What follows belongs to an exercise in optimizing a design on an open flow for small area; a production flow would make more cautious choices. Only simulation tests tie the RTL to the original design; equivalence was not proved. Power and IR drop assume default switching activity.

==> try-lagoon <==
==> flow/design.v <==
module NewDatabusArbiter_v2 (
    sys_clk,
    data_in,  
    valid,
    porb,
    por_pulseb,
    timeoutb,
    eep_loadb,
    en_rail_rail,
    eeprom_cache,
    data_out,
    read_eep,
    pgm_eep,
    cache_out,
    p2s_en,
    reg0_ldb,
    reg1_ldb,
    reg2_ldb,
    reg3_ldb,
    eep_cycleb,
    eep_clrb
);
input wire sys_clk;
input wire [29:0] data_in;
input wire valid;
input wire porb;
input wire por_pulseb;
input wire timeoutb;
input wire eep_loadb;
input wire en_rail_rail;
input wire [63:0] eeprom_cache;
output reg [15:0] data_out;
output wire read_eep;
output wire pgm_eep;
output wire [63:0] cache_out;
output wire p2s_en;
output wire reg0_ldb;
output wire reg1_ldb;
output wire reg2_ldb;
output wire reg3_ldb;
output wire eep_cycleb;
output reg eep_clrb;
wire int_rstb = porb & por_pulseb & timeoutb;
localparam [2:0] T_INV  = 3'd2,    
                 T_NONE = 3'd4,    
                 T_WR   = 3'd6,    
                 T_ID   = 3'd1,    
                 T_RR   = 3'd3,    
                 T_RE   = 3'd0,    
                 T_PG   = 3'd5,    
                 T_SEL  = 3'd7;    
wire [3:0] in_mode = data_in[21:18];
wire [2:0] in_sel  = data_in[4:2];
reg [2:0] t_nxt;
always @* begin
    if (!valid)
        t_nxt = T_INV;
    else if (in_mode[3])
        t_nxt = T_NONE;
    else if (!in_mode[2])
        t_nxt = T_WR;
    else case (in_mode[1:0])
        2'd0: t_nxt = T_ID;
        2'd1: t_nxt = in_sel[2] ? T_RE : T_RR;
        2'd2: t_nxt = T_PG;
        default: t_nxt = (in_sel[2:1] == 2'b00) ? T_SEL : T_NONE;
    endcase
end
reg [2:0] cmd_t;
reg [1:0] cmd_k;
always @(posedge sys_clk, negedge int_rstb) begin
    if (!int_rstb)
        cmd_t <= T_INV;
    else
        cmd_t <= t_nxt;
end
always @(posedge sys_clk) begin
    cmd_k <= in_mode[2] ? in_sel[1:0] : in_mode[1:0];
end
wire c_inv = (cmd_t == T_INV);
wire c_wr  = (cmd_t == T_WR);
wire c_id  = (cmd_t == T_ID);
wire c_rr  = (cmd_t == T_RR);
wire c_re  = (cmd_t == T_RE);
wire c_pg  = (cmd_t == T_PG);
wire c_se  = (cmd_t == T_SEL) & ~cmd_k[0];
wire c_sr  = (cmd_t == T_SEL) &  cmd_k[0];
reg wr, id, rr, re, se, sr;
reg pg_p, pg_q;      
reg [1:0] addr;      
reg [2:0] fxn;       
always @(posedge sys_clk, negedge int_rstb) begin
    if (!int_rstb) begin
        wr <= 1'b0; id <= 1'b0; rr <= 1'b0; re <= 1'b0; se <= 1'b0; sr <= 1'b0;
        pg_p <= 1'b0; pg_q <= 1'b0;
    end else if (c_inv) begin
        wr <= 1'b0; id <= 1'b0; rr <= 1'b0; re <= 1'b0; se <= 1'b0; sr <= 1'b0;
        pg_p <= 1'b0; pg_q <= 1'b0;
    end else begin
        if (c_wr) wr <= 1'b1;
        if (c_id) id <= 1'b1;
        if (c_rr) rr <= 1'b1;
        if (c_re) re <= 1'b1;
        if (c_se) se <= 1'b1;
        if (c_sr) sr <= 1'b1;
        if (c_pg) begin
            pg_p <= pg_p | en_rail_rail;
            pg_q <= ~en_rail_rail | (pg_p & pg_q);
        end
    end
end
always @(posedge sys_clk) begin
    addr <= cmd_k;
    if (c_rr | c_re)
        fxn <= {c_re, cmd_k[1], cmd_k[1] ^ cmd_k[0]};
end
assign p2s_en     = id | rr | re;
assign read_eep   = re | se;
assign eep_cycleb = ~(pg_p | pg_q);
assign pgm_eep    = pg_p & pg_q;
always @(posedge sys_clk) begin
    eep_clrb <= ~pgm_eep & porb;
end
reg wff;
wire wstrobe = wr & ~wff;
reg [15:0] reg0, reg1, reg2, reg3;
assign cache_out = {reg3, reg2, reg1, reg0};
always @(posedge sys_clk, negedge porb) begin
    if (!porb) begin
        reg0 <= 16'd0;
        reg1 <= 16'd0;
        reg2 <= 16'd0;
        reg3 <= 16'd0;
    end else if (wstrobe) begin
        case (addr)
            2'd0: reg0 <= data_in[17:2];
            2'd1: reg1 <= data_in[17:2];
            2'd2: reg2 <= data_in[17:2];
            default: reg3 <= data_in[17:2];
        endcase
    end
end
reg       es_s, rs_s;
reg [1:0] es_i, rs_i;
reg       last_reg;      
wire e_go = se | es_s;
wire r_go = sr | rs_s;
wire e_on = es_s ^ (es_i == 2'd0);    
wire r_on = rs_s ^ (rs_i == 2'd0);
wire [15:0] eep_w0 = eeprom_cache[15:0];
wire [15:0] eep_w1 = eeprom_cache[31:16];
wire [15:0] eep_w2 = eeprom_cache[47:32];
wire [15:0] eep_w3 = eeprom_cache[63:48];
function [15:0] pick4;
    input [1:0] k;
    input [15:0] a0, a1, a2, a3;
    case (k)
        2'd0: pick4 = a0;
        2'd1: pick4 = a1;
        2'd2: pick4 = a2;
        default: pick4 = a3;
    endcase
endfunction
wire st_id  = ~wstrobe & id;
wire st_rr  = ~wstrobe & ~id & rr;
wire st_re  = ~wstrobe & ~id & ~rr & re;
wire st_seq = ~wstrobe & ~id & ~rr & ~re & ~(pg_p | pg_q);
wire st_e   = st_seq & e_go;
wire st_r   = st_seq & ~e_go & r_go;
wire st_idl = st_seq & ~e_go & ~r_go;
wire       rd_reg = (st_rr & ~fxn[2]) | (st_r & r_on);
wire       rd_eep = st_re | (st_e & e_on);
wire [1:0] rd_k   = (st_rr | st_re) ? fxn[1:0] : (st_e ? es_i : rs_i);
wire [3:0] rd_dec = {rd_k == 2'b10, rd_k == 2'b11, rd_k == 2'b01, rd_k == 2'b00};
wire [3:0] sel_r  = rd_dec & {4{rd_reg}};
wire [3:0] sel_e  = rd_dec & {4{rd_eep}};
wire [15:0] d_nxt = ({16{wstrobe}} & data_out)
                  | ({16{st_id}} & 16'hF001)
                  | ({16{sel_r[0]}} & reg0) | ({16{sel_r[1]}} & reg1)
                  | ({16{sel_r[2]}} & reg2) | ({16{sel_r[3]}} & reg3)
                  | ({16{sel_e[0]}} & eep_w0) | ({16{sel_e[1]}} & eep_w1)
                  | ({16{sel_e[2]}} & eep_w2) | ({16{sel_e[3]}} & eep_w3);
always @(posedge sys_clk, negedge int_rstb) begin
    if (!int_rstb) begin
        wff <= 1'b0;
        es_s <= 1'b0; es_i <= 2'd0;
        rs_s <= 1'b0; rs_i <= 2'd0;
        data_out <= 16'd0;
    end else begin
        data_out <= d_nxt;
        if (wstrobe)
            wff <= 1'b1;
        else if (st_idl)
            wff <= wr;
        if (st_e) begin
            es_s <= e_on;
            es_i <= {es_s & es_i[0], ~(es_s & es_i[1])};
        end else if (st_idl) begin
            es_s <= 1'b0; es_i <= 2'd0;
        end
        if (st_r) begin
            rs_s <= r_on;
            rs_i <= {rs_s & rs_i[0], ~(rs_s & rs_i[1])};
        end else if (st_idl) begin
            rs_s <= 1'b0; rs_i <= 2'd0;
        end
    end
end
always @(posedge sys_clk) begin
    if (st_e)
        last_reg <= 1'b0;
    else if (st_r)
        last_reg <= 1'b1;
end
wire       ld_s = last_reg ? rs_s : es_s;
wire [1:0] ld_i = last_reg ? rs_i : es_i;
assign reg0_ldb = ld_s & (ld_i == 2'b01);
assign reg1_ldb = ld_s & (ld_i == 2'b11);
assign reg2_ldb = ld_s & (ld_i == 2'b10);
assign reg3_ldb = ld_s & (ld_i == 2'b00);
endmodule
==> flow/flow/run.sh <==
#!/bin/bash
# Layout flow: the standard ORFS flow (standard.sh) with these changes.
#  1. Synthesis is ORFS's own synthesis script (synth_recipe.tcl), but ABC maps the
#     combinational logic with an area-oriented script (flow/abc_map.script) in place
#     of ORFS's speed script. Registers are mapped before ABC runs, so they are the
#     same cells with the same names as in the standard synthesis.
#  3. Port buffers are sky130_fd_sc_hd__buf_1 (buffer_ports -buffer_cell).
#  4. Clock tree synthesis inserts no dummy loads (-dont_use_dummy_load).
# Each tool's output goes to a log file in the work folder; ORFS also keeps its own
# per-step logs under orfs/logs.
set -euo pipefail
W=$(pwd)
R="$W/orfs/results/$FLOW_PLATFORM/NewDatabusArbiter_v2/base"
LIB="$FLOW_HOME/platforms/$FLOW_PLATFORM/lib/sky130_fd_sc_hd__tt_025C_1v80.lib"

# A copy of ORFS's scripts folder whose only difference is the ABC script.
rm -rf "$W/scripts_area"
mkdir -p "$W/scripts_area"
cp -a "$FLOW_HOME/scripts/." "$W/scripts_area/"
cp "$W/flow/abc_map.script" "$W/scripts_area/abc_speed.script"

bash "$W/standard.sh" SCRIPTS_DIR="$W/scripts_area" synth > "$W/synth.log" 2>&1

# Upsize drivers of heavily loaded nets, then rebuild the synthesis database.
cp "$R/1_2_yosys.v" "$W/1_2_yosys_before_upsize.v"
python3 "$W/flow/upsize.py" "$LIB" "$R/1_2_yosys.v" 3 0.9 > "$W/upsize.log" 2>&1
rm -f "$R/1_synth.odb" "$R/1_synth.sdc"
bash "$W/standard.sh" synth > "$W/synth_odb.log" 2>&1

bash "$W/standard.sh" \
  "BUFFER_PORTS_ARGS=-buffer_cell sky130_fd_sc_hd__buf_1" \
  "CTS_ARGS=-sink_clustering_enable -repair_clock_nets -buf_list sky130_fd_sc_hd__clkbuf_8 -dont_use_dummy_load" \
  finish > "$W/layout.log" 2>&1
==> flow/flow/abc_map.script <==
strash
dch -f
amap -A 10 -F 3
==> flow/flow/upsize.py <==
"""Upsize weak drivers of heavily loaded nets in the synthesized netlist.

Area-oriented mapping leaves single-strength gates (nor2_1, nor3_1, ...) driving
nets with 16 or more loads. Placement's repair then adds a buffer on each such
net. Swapping the driver for a stronger cell of the same function (same cell
family, same pins) is cheaper. Only combinational cells are changed; registers
are left exactly as synthesis made them.

usage: upsize.py LIBERTY NETLIST [WIRE_FF_PER_LOAD] [CAP_FRACTION]
"""
import re
import sys
import collections

lib_path, net_path = sys.argv[1], sys.argv[2]
wire_ff = float(sys.argv[3]) if len(sys.argv) > 3 else 4.0
frac = float(sys.argv[4]) if len(sys.argv) > 4 else 0.8

# Liberty: per cell, area, pin directions, input caps, output max caps.
cells = {}
cur = None
pin = None
for line in open(lib_path):
    m = re.match(r'\s*cell\s*\(\s*"?([\w]+)"?\s*\)', line)
    if m:
        cur = {'area': 0.0, 'in': {}, 'out': {}, 'ff': False}
        cells[m.group(1)] = cur
        pin = None
        continue
    if cur is None:
        continue
    m = re.match(r'\s*area\s*:\s*([\d.]+)', line)
    if m:
        cur['area'] = float(m.group(1))
    if re.match(r'\s*(ff|latch|statetable)\s*\(', line):
        cur['ff'] = True
    m = re.match(r'\s*pin\s*\(\s*"?(\w+)"?\s*\)', line)
    if m:
        pin = m.group(1)
        cur.setdefault('dir', {})
        continue
    if pin:
        m = re.match(r'\s*direction\s*:\s*"?(\w+)"?', line)
        if m:
            cur['dir'][pin] = m.group(1)
        m = re.match(r'\s*capacitance\s*:\s*([\d.]+)', line)
        if m and cur['dir'].get(pin) == 'input':
            cur['in'][pin] = float(m.group(1)) * 1000.0
        m = re.match(r'\s*max_capacitance\s*:\s*([\d.]+)', line)
        if m:
            cur['out'][pin] = float(m.group(1)) * 1000.0

dont = set()
if len(sys.argv) > 5:
    dont = set(sys.argv[5].split())

text = open(net_path).read()
inst_re = re.compile(r'(sky130_fd_sc_hd__\w+)(\s+)(\S+)(\s*\()(.*?)(\);)', re.S)
insts = []
for m in inst_re.finditer(text):
    typ, name, body = m.group(1), m.group(3), m.group(5)
    pins = dict((p, s.strip()) for p, s in re.findall(r'\.(\w+)\(([^()]*)\)', body))
    insts.append([m.start(1), m.end(1), typ, name, pins])

load = collections.defaultdict(float)
fanout = collections.Counter()
driver = {}
for ins in insts:
    typ, pins = ins[2], ins[4]
    c = cells.get(typ)
    if not c:
        continue
    for p, s in pins.items():
        if c['dir'].get(p) == 'input':
            load[s] += c['in'].get(p, 2.0)
            fanout[s] += 1
        elif c['dir'].get(p) == 'output':
            driver[s] = (ins, p)

family = collections.defaultdict(list)
for n, c in cells.items():
    m = re.match(r'(sky130_fd_sc_hd__\w+?)_(\d+)$', n)
    if m and n not in dont:
        family[m.group(1)].append(n)

changes = []
for s, (ins, p) in driver.items():
    typ = ins[2]
    c = cells[typ]
    if c['ff'] or s not in fanout:
        continue
    need = load[s] + wire_ff * fanout[s]
    if c['out'].get(p, 1e9) * frac >= need:
        continue
    m = re.match(r'(sky130_fd_sc_hd__\w+?)_(\d+)$', typ)
    if not m:
        continue
    best = None
    for alt in family[m.group(1)]:
        a = cells[alt]
        if set(a['dir']) != set(c['dir']) or a['ff']:
            continue
        if a['out'].get(p, 0) * frac >= need and (best is None or a['area'] < cells[best]['area']):
            best = alt
    if best and best != typ:
        changes.append((ins, best, s, need))

out = []
last = 0
for ins, best, s, need in sorted(changes, key=lambda x: x[0][0]):
    out.append(text[last:ins[0]])
    out.append(best)
    last = ins[1]
out.append(text[last:])
open(net_path, 'w').write(''.join(out))
for ins, best, s, need in changes:
    print(f"{ins[3]}: {ins[2]} -> {best} (net {s}, fanout {fanout[s]}, est. load {need:.1f} fF)")
==> flow/standard.sh <==
#!/bin/bash
# synth_recipe.tcl (not shown) runs the flow's synth.tcl, then flattens the netlist and writes it again
# the make line also repeats each setting of config.mk as NAME=value (left out here)
make -C /OpenROAD-flow-scripts/flow DESIGN_CONFIG=/design/flow/config.mk WORK_HOME=/design/flow/orfs CLKGATE_MAP_FILE= SYNTH_SCRIPT=/design/flow/synth_recipe.tcl "${@:-finish}"
==> flow/config.mk <==
export PLATFORM = sky130hd
export DESIGN_NAME = NewDatabusArbiter_v2
export DESIGN_NICKNAME = NewDatabusArbiter_v2
export VERILOG_FILES = /design/flow/design.v
export SDC_FILE = /design/flow/constraint.sdc
export NUM_CORES = 4
export LEC_CHECK = 0
export CAP_MARGIN = 5
export CORE_MARGIN = 2
export CORE_UTILIZATION = 55
export CTS_BUF_LIST = sky130_fd_sc_hd__clkbuf_8
export SLEW_MARGIN = 5
==> flow/constraint.sdc <==
create_clock -name core_clock -period 5.0 [get_ports {sys_clk}]
set_input_delay 1.0000 -clock core_clock [delete_from_list [all_inputs] [get_ports {sys_clk}]]
set_output_delay 1.0000 -clock core_clock [all_outputs]
set_load 0.01 [all_outputs]
==> inputs of try-quartz, as changes to try-lagoon <==
==> flow/flow/run.sh (replaced) <==
#!/bin/bash
# Layout flow: the standard ORFS flow with two changes.
#  1. Synthesis is ORFS's own synthesis script (synth_recipe.tcl), but ABC maps the
#     combinational logic with an area-oriented script (flow/abc_map.script) in place
#     of ORFS's speed script. Registers are mapped before ABC runs, so they are the
#     same cells with the same names as in the standard synthesis.
#  2. Port buffers are sky130_fd_sc_hd__buf_1 (buffer_ports -buffer_cell).
#  3. Clock tree synthesis inserts no dummy loads (-dont_use_dummy_load).
# Each tool's output goes to a log file in the work folder, and ORFS keeps its own
# per-step logs under orfs/logs.
set -euo pipefail
W=$(pwd)

# A copy of ORFS's scripts folder whose only difference is the ABC script.
rm -rf "$W/scripts_area"
mkdir -p "$W/scripts_area"
cp -a "$FLOW_HOME/scripts/." "$W/scripts_area/"
cp "$W/flow/abc_map.script" "$W/scripts_area/abc_speed.script"

bash "$W/standard.sh" SCRIPTS_DIR="$W/scripts_area" synth > "$W/synth.log" 2>&1
bash "$W/standard.sh" \
  "BUFFER_PORTS_ARGS=-buffer_cell sky130_fd_sc_hd__buf_1" \
  "CTS_ARGS=-sink_clustering_enable -repair_clock_nets -buf_list sky130_fd_sc_hd__clkbuf_8 -dont_use_dummy_load" \
  finish > "$W/layout.log" 2>&1
removed: flow/flow/upsize.py
==> summary.md <==
| Metric | Value |
|---|---|
| Largest net degree at the start of global routing | 49 |
| Wire length of the first global-routing pass | 22250 um |
| Placed Cells | 660 |
| M1 WL | 5727 um |
| Seq power | 0.00151 W |
| Starting density of the core | 57.04% |
| Final core utilization | 70.55% |
| Worst EP required | 5.28 ns |
| Status | complete, no violations |
-- figures above: try-quartz

==> summary.md <==
| Metric | Value |
|---|---|
| Largest net degree at the start of global routing | 66 |
| Placed Cells | 648 |
| Status | complete, no violations |
| Final core utilization | 69.62% |
| M1 WL | 5640 um |
| Starting density of the core | 57.63% |
| Seq power | 0.00152 W |
| Worst EP required | 5.26 ns |
-- figures above: try-lagoon

[afterwards: timing with drivers on the ports]
In the flow no input, the clock included, has a driving cell. The finished layouts below were timed again as built, in two steps. Step 1 sets driving cells, clkbuf_16 on the clock port and buf_2 on the other inputs (assumed; they add their load-dependent delay and slew). Step 2 times the ports against the registers' clock, not the clock port: input delays grow and output delays shrink by t, the midpoint of the rising clock arrivals with the driver on. Slacks: ideal / step 1 / step 2; pairs: ideal / step 1.
run	t (ns)	setup slack, ns	worst hold slack (ns)	clock arrival spread, ns	worst register clock-pin slew, ns
try-lagoon	0.379	0.912 / 0.912 / 0.912	0.425 / 0.425 / 0.425	0.023 / 0.023	0.10 / 0.10
try-quartz	0.379	1.079 / 1.079 / 1.079	0.400 / 0.400 / 0.400	0.032 / 0.032	0.10 / 0.10
After both steps every run listed still meets setup and hold.
